This design comes from an exercise in tuning for small area, a short achievable clock period and few clock cycles on the open sky130 flow, not from production work. At most, simulation tests tie the RTL to the original design; equivalence was not proved. No activity file was given, so power comes from the tool's default toggle rates.

==> inputs of job 7287 <==
Design mulDiv, start of the top module:
module mulDiv(clk, rst_n, valid, ready, mode, in_A, in_B, out);
==> module mulDiv, before the edit <==
module mulDiv(clk, rst_n, valid, ready, mode, in_A, in_B, out);
    input         clk, rst_n;
    input         valid, mode;  
    output        ready;
    input  [31:0] in_A, in_B;
    output [63:0] out;
    function [4:0] lzc32;
        input [31:0] x;
        reg   [15:0] x16;
        reg   [7:0]  x8;
        reg   [3:0]  x4;
        reg   [1:0]  x2;
        begin
            lzc32[4] = ~|x[31:16];
            x16      = lzc32[4] ? x[15:0]  : x[31:16];
            lzc32[3] = ~|x16[15:8];
            x8       = lzc32[3] ? x16[7:0] : x16[15:8];
            lzc32[2] = ~|x8[7:4];
            x4       = lzc32[2] ? x8[3:0]  : x8[7:4];
            lzc32[1] = ~|x4[3:2];
            x2       = lzc32[1] ? x4[1:0]  : x4[3:2];
            lzc32[0] = ~x2[1];
        end
    endfunction
    reg         s_norm, s_iter, rdy;
    reg         md;
    reg  [4:0]  cnt;
    reg  [4:0]  lza, lzb;
    reg         za, zb;
    reg  [31:0] X, Y, Z;
    assign ready = rdy;
    assign out   = {X, Y};
    wire        a_short = (lza >= lzb);           
    wire [4:0]  lzm     = a_short ? lza : lzb;
    wire [31:0] mop     = a_short ? X : Z;        
    wire [31:0] nop     = a_short ? Z : X;        
    wire [4:0]  dsh     = lzb - lza;              
    wire [31:0] sh_in   = md ? Z : mop;
    wire [4:0]  sh_amt  = md ? dsh : lzm;
    wire [31:0] sh_out  = sh_in << sh_amt;
    wire        mul_triv = za | zb | (lzm == 5'd31);
    wire        div_triv = zb | (lza > lzb);
    wire [31:0] add_a = md ? X : {Y[30:0], 1'b0};
    wire [31:0] add_b = md ? ~Z : (X[31] ? Z : 32'd0);
    wire [32:0] sum   = {1'b0, add_a} + {1'b0, add_b} + {32'd0, md};
    wire        cy    = sum[32];
    wire [31:0] xinc  = {X[30:0], Y[31]} + {31'd0, cy};
    always @(posedge clk or negedge rst_n) begin
        if (!rst_n) begin
            s_norm <= 1'b0;
            s_iter <= 1'b0;
            rdy    <= 1'b0;
        end else begin
            rdy    <= 1'b0;
            s_norm <= 1'b0;
            if (valid) begin
                s_norm <= 1'b1;
            end
            if (s_norm) begin
                if (md ? div_triv : mul_triv) rdy <= 1'b1;
                else                          s_iter <= 1'b1;
            end
            if (s_iter && cnt == 5'd0) begin
                s_iter <= 1'b0;
                rdy    <= 1'b1;
            end
        end
    end
    always @(posedge clk) begin
        if (valid) begin
            md  <= mode;
            X   <= in_A;
            Z   <= in_B;
            lza <= lzc32(in_A);
            lzb <= lzc32(in_B);
            za  <= ~|in_A;
            zb  <= ~|in_B;
        end
        if (s_norm) begin
            if (md) begin
                cnt <= dsh;
                if (zb) Y <= 32'hFFFFFFFF;
                else    Y <= 32'd0;
                Z <= sh_out;
            end else begin
                cnt <= 5'd30 - lzm;
                if (za | zb) begin
                    X <= 32'd0;
                    Y <= 32'd0;
                end else begin
                    X <= {sh_out[30:0], 1'b0};
                    Y <= nop;
                end
                Z <= nop;
            end
        end
        if (s_iter) begin
            cnt <= cnt - 5'd1;
            if (md) begin
                if (cy) X <= sum[31:0];
                Y <= {Y[30:0], cy};
                Z <= {1'b0, Z[31:1]};
            end else begin
                Y <= sum[31:0];
                X <= xinc;
            end
        end
    end
endmodule
make LEC_CHECK=0 ABC_CLOCK_PERIOD_IN_PS=2000 CAP_MARGIN=20 CORE_MARGIN=2 CORE_UTILIZATION=40 PLACE_DENSITY=0.6 SLEW_MARGIN=20 finish   # period 5.0 ns
run.sh (not shown) runs the stock make flow with config.mk's settings and CLKGATE_MAP_FILE= SYNTH_SCRIPT=/design/flow/synth_recipe.tcl, a recipe that flattens the netlist after the stock synthesis.
==> job 3517: changes against job 7287 <==
==> flow/design.v (replaced) <==
module mulDiv(clk, rst_n, valid, ready, mode, in_A, in_B, out);
    input         clk, rst_n;
    input         valid, mode;  
    output        ready;
    input  [31:0] in_A, in_B;
    output [63:0] out;
    parameter IDLE = 2'b00;
    parameter MUL  = 2'b01;
    parameter DIV  = 2'b10;
    parameter OUT  = 2'b11;
    reg  [ 1:0] state, state_nxt;
    reg  [ 4:0] counter, counter_nxt;
    reg  [63:0] shreg, shreg_nxt;
    reg  [31:0] alu_in, alu_in_nxt;
    reg  [32:0] alu_out;
    assign  ready = (state==OUT);
    assign  out = shreg;
    always @(*) begin
        case(state)
            IDLE: begin
                if (valid)
                    state_nxt = (mode==1) ? DIV : MUL;
                else
                    state_nxt = IDLE;
            end
            MUL : state_nxt = (counter==5'b11111) ? OUT : MUL;
            DIV : state_nxt = (counter==5'b11111) ? OUT : DIV;
            OUT : state_nxt = IDLE;       
        endcase
    end
    always @(*) begin
        case(state)
            MUL : counter_nxt = counter + 1'b1;
            DIV : counter_nxt = counter + 1'b1;
            default : counter_nxt = 0;
        endcase
    end
    always @(*) begin
        case(state)
            IDLE: begin
                if (valid) alu_in_nxt = in_B;
                else       alu_in_nxt = 0;
            end
            OUT : alu_in_nxt = 0;
            default: alu_in_nxt = alu_in;
        endcase
    end
    always @(*) begin
        case(state)
            MUL: begin 
                if (shreg[0]==1'b1) alu_out = shreg[63:32] + alu_in;
                else                alu_out = shreg[63:32];
            end
            DIV:begin
                if (shreg[62:31] >= alu_in) alu_out = shreg[62:31] - alu_in;
                else                        alu_out = shreg[62:31];
            end
            default: alu_out = 0;
        endcase
    end
    always @( *) begin
        case(state)
            IDLE: begin
                if (valid)begin
                    shreg_nxt[63:32] = 32'b0;
                    shreg_nxt[31:0] = in_A[31:0];
                end                  
                else
                    shreg_nxt = 0;
            end
            MUL: begin
                shreg_nxt[63:31] = alu_out[32:0];
                shreg_nxt[30:0] = shreg[31:1];
            end
            DIV: begin
                if (shreg[62:31] >= alu_in)begin
                    shreg_nxt[63:32] = alu_out[31:0];
                    shreg_nxt[31:1] = shreg[30:0];
                    shreg_nxt[0] = 1;
                end 
                else begin
                    shreg_nxt[63:32] = alu_out[31:0];
                    shreg_nxt[31:1] = shreg[30:0];
                    shreg_nxt[0] = 0;
                end                        
            end
            default: shreg_nxt = shreg;
        endcase
    end
    always @(posedge clk or negedge rst_n) begin
        if (!rst_n) begin
            state <= IDLE;
            counter <= 0;
            shreg <= 0;
            alu_in <= 0;
        end
        else begin
            state <= state_nxt;
            counter <= counter_nxt;
            shreg <= shreg_nxt;
            alu_in <= alu_in_nxt;
        end
    end
endmodule
- ABC_CLOCK_PERIOD_IN_PS: 2000 -> unset
==> job 8761: changes against job 7287 <==
- ABC_CLOCK_PERIOD_IN_PS: 2000 -> unset
- SETUP_SLACK_MARGIN: unset -> 1.5
==> results.txt <==
* Clk pwr share at 11.3%
* Status: timing/DRC/antenna clean
* Logic power comb at 8.03 mW
* Yosys top cell by area: edfxtp_1
# the run above: job 7287

==> results.txt <==
* Clk pwr share at 15.6%
* Yosys top cell by area: dfrtp_1
* Antenna violations before repair at 0
* Die area at 23790 um2
* Status: timing/DRC/antenna clean
* Fraction of area in multi-input gates at 55.19%
# the run above: job 3517

==> results.txt <==
* Logic power comb at 9.94 mW
* Mean post-synth cell area at 7.409 um2
* Status: timing/DRC/antenna clean
* Register-to-register setup slack at 410 ps
* Worst Path Buf+Inv at 9
* Filler cells at 3239
* Synth cell types at 91
* Yosys top cell by area: edfxtp_1
# the run above: job 8761

Testbench counts of job 3517, summed over its fixed seeds: cycles 54,400.
Function not checked in job 7287 and job 8761: the RTL went through the layout flow alone.

==> separate check: timing with driven ports <==
In the flow no input, the clock included, has a driving cell. The finished layouts below were timed again as built, in two steps.
Step 1, drivers: a clkbuf_16 drives clk and a buf_2 each remaining input, both assumed.
Step 2 moves the port delays by t, midway between the first and last clock arrival at a register: inputs arrive t later, outputs are due t later. That takes back most of the time a late clock gives input paths.
Slacks: ideal ports / drivers / drivers and shift; pairs: ideal ports / drivers.
run | t (ns) | slack for setup (ns) | hold slack, ns
job 7287 | 0.519 | 0.274 / 0.274 / 0.274 | 0.617 / 0.617 / 0.617
job 3517 | 0.411 | 1.250 / 1.250 / 1.250 | 0.466 / 0.466 / 0.466
job 8761 | 0.513 | 0.415 / 0.415 / 0.415 | 0.550 / 0.550 / 0.550
After both steps every run listed still meets setup and hold.
